From an optimization exercise on the open Yosys and OpenROAD flow, aimed at small area and a short achievable clock period; shortcuts taken in it are not production practice. Only simulation tests tie the RTL to the original design; equivalence was not proved.

Setup of v6:
## IDCT_4
module IDCT_4(
input clk,
input reset_n,
input [15:0] coeffLevel_0,coeffLevel_1,coeffLevel_2,coeffLevel_3,
input [15:0] coeffLevel_4,coeffLevel_5,coeffLevel_6,coeffLevel_7,
input [15:0] coeffLevel_8,coeffLevel_9,coeffLevel_10,coeffLevel_11,
input [15:0] coeffLevel_12,coeffLevel_13,coeffLevel_14,coeffLevel_15,
input [5:0] QPy,input [5:0] QPc,
input [4:0] intra4x4_pred_num,intra16_pred_num,
input [2:0] residual_intra4x4_state,residual_intra16_state,residual_inter_state,
output  [15:0] twod_output_00,twod_output_01,twod_output_02,twod_output_03,
output  [15:0] twod_output_10,twod_output_11,twod_output_12,twod_output_13,
output  [15:0] twod_output_20,twod_output_21,twod_output_22,twod_output_23,
output  [15:0] twod_output_30,twod_output_31,twod_output_32,twod_output_33,
output idct_end
);
assign idct_end = 1'b1;
wire p16_31 = &intra16_pred_num;
wire [4:0] blk = p16_31 ? intra4x4_pred_num : intra16_pred_num;
wire chroma = blk[4];
wire [5:0] qp = chroma ? QPc : QPy;
wire cdc = (blk == 5'd16) || (blk == 5'd17);           
wire ac  = (!p16_31 && !blk[4]) || (blk >= 5'd18 && blk <= 5'd25);
reg [2:0] qmod;
reg [3:0] qdiv;
always @(*) begin
	case (qp)
		0, 6,12,18,24,30,36,42,48: qmod = 3'd0;
		1, 7,13,19,25,31,37,43,49: qmod = 3'd1;
		2, 8,14,20,26,32,38,44,50: qmod = 3'd2;
		3, 9,15,21,27,33,39,45,51: qmod = 3'd3;
		4,10,16,22,28,34,40,46   : qmod = 3'd4;
		5,11,17,23,29,35,41,47   : qmod = 3'd5;
		default                  : qmod = 3'd0;
	endcase
	case (qp)
		0, 1, 2, 3, 4, 5 : qdiv = 4'd0;
		6, 7, 8, 9,10,11 : qdiv = 4'd1;
		12,13,14,15,16,17: qdiv = 4'd2;
		18,19,20,21,22,23: qdiv = 4'd3;
		24,25,26,27,28,29: qdiv = 4'd4;
		30,31,32,33,34,35: qdiv = 4'd5;
		36,37,38,39,40,41: qdiv = 4'd6;
		42,43,44,45,46,47: qdiv = 4'd7;
		48,49,50,51      : qdiv = 4'd8;
		default          : qdiv = 4'd0;
	endcase
end
reg [4:0] v0, v1, v2;
always @(*)
	case (qmod)
		3'd0: begin v0 = 10; v1 = 13; v2 = 16; end
		3'd1: begin v0 = 11; v1 = 14; v2 = 18; end
  ...
Size in the first run: about 19000 cells after synthesis, about 700 flip-flops, about 550 I/O pins.
Settings: LEC_CHECK=0, ABC_AREA=1, CAP_MARGIN=20, CORE_MARGIN=2, CORE_UTILIZATION=50, PLACE_DENSITY=0.62, SETUP_SLACK_MARGIN=4, SLEW_MARGIN=20; clock period 14.0 ns.
standard.sh (not shown) runs the stock make flow with config.mk's settings and CLKGATE_MAP_FILE= SYNTH_SCRIPT=/design/flow/synth_recipe.tcl, a recipe that flattens the netlist after the stock synthesis.
==> flow/flow/run.sh <==
#!/bin/bash
# The standard layout, except that the port buffers are plain buffers
# (sky130_fd_sc_hd__buf_2) rather than the delay buffers buffer_ports picks
# by default. Every port still gets its own buffer. The make output, which
# holds every tool's output, goes to standard.log; ORFS also keeps each
# step's log under orfs/logs.
set -euo pipefail
bash standard.sh BUFFER_PORTS_ARGS="-buffer_cell sky130_fd_sc_hd__buf_2" finish > standard.log 2>&1
v6 reached the end of the flow, and the finished layout is clean on the timing, DRC and antenna checks.
Testbench counts of v6, summed over its fixed seeds: idct cycles 12,641.
diff inputs: v6 => v7
==> flow/flow/run.sh <==
#!/bin/bash
# The standard layout, except that the port buffers are plain buffers
# (sky130_fd_sc_hd__buf_4) rather than the delay buffers buffer_ports picks
# by default. Every port still gets its own buffer. The make output, which
# holds every tool's output, goes to standard.log; ORFS also keeps each
# step's log under orfs/logs.
set -euo pipefail
bash standard.sh BUFFER_PORTS_ARGS="-buffer_cell sky130_fd_sc_hd__buf_4" finish > standard.log 2>&1
--- a/flow/config.mk
+++ b/flow/config.mk
@@ -9,6 +9,6 @@
 export CAP_MARGIN = 20
 export CORE_MARGIN = 2
-export CORE_UTILIZATION = 50
-export PLACE_DENSITY = 0.62
+export CORE_UTILIZATION = 45
+export PLACE_DENSITY = 0.6
 export SETUP_SLACK_MARGIN = 4
 export SLEW_MARGIN = 20
## What came out
- v7 | stages: all done | timing, DRC, antenna: all pass
- There was hardly any difference in clock transition at the register clock pins on the worst setup and hold paths after CTS between v7 and v6.
- Synthesis-to-finish area growth: v7 vs v6 up 1.9 points
- When v7 is set beside v6, its sequential share of layout area turns out to be 0.19 points smaller.

-- port drivers added, routing unchanged --
Ports are ideal in the flow. The routed layouts listed here were re-timed in OpenROAD.
Step 1 assumes that a clkbuf_16 drives the clock port and a buf_2 every other input.
Step 2, shift: input delay + t, output delay - t, t = (earliest + latest rising clock arrival at the registers) / 2. This alone moves slack from input paths to output paths.
a / b / c = ideal ports / drivers / drivers and shift; a / b = the first two.
run	shift t [ns]	setup slack, ns	hold slack, ns	cell pins on the clock port's net
v6	0.837	3.936 / 3.830 / 3.548	0.405 / 0.405 / 0.405	1
v7	0.834	4.021 / 3.910 / 3.645	0.412 / 0.412 / 0.412	1
After both steps setup and hold are still met in every run listed. For v6, which loses most, drivers alone change the setup slack by -0.106 ns; drivers and shift together by -0.388 ns.
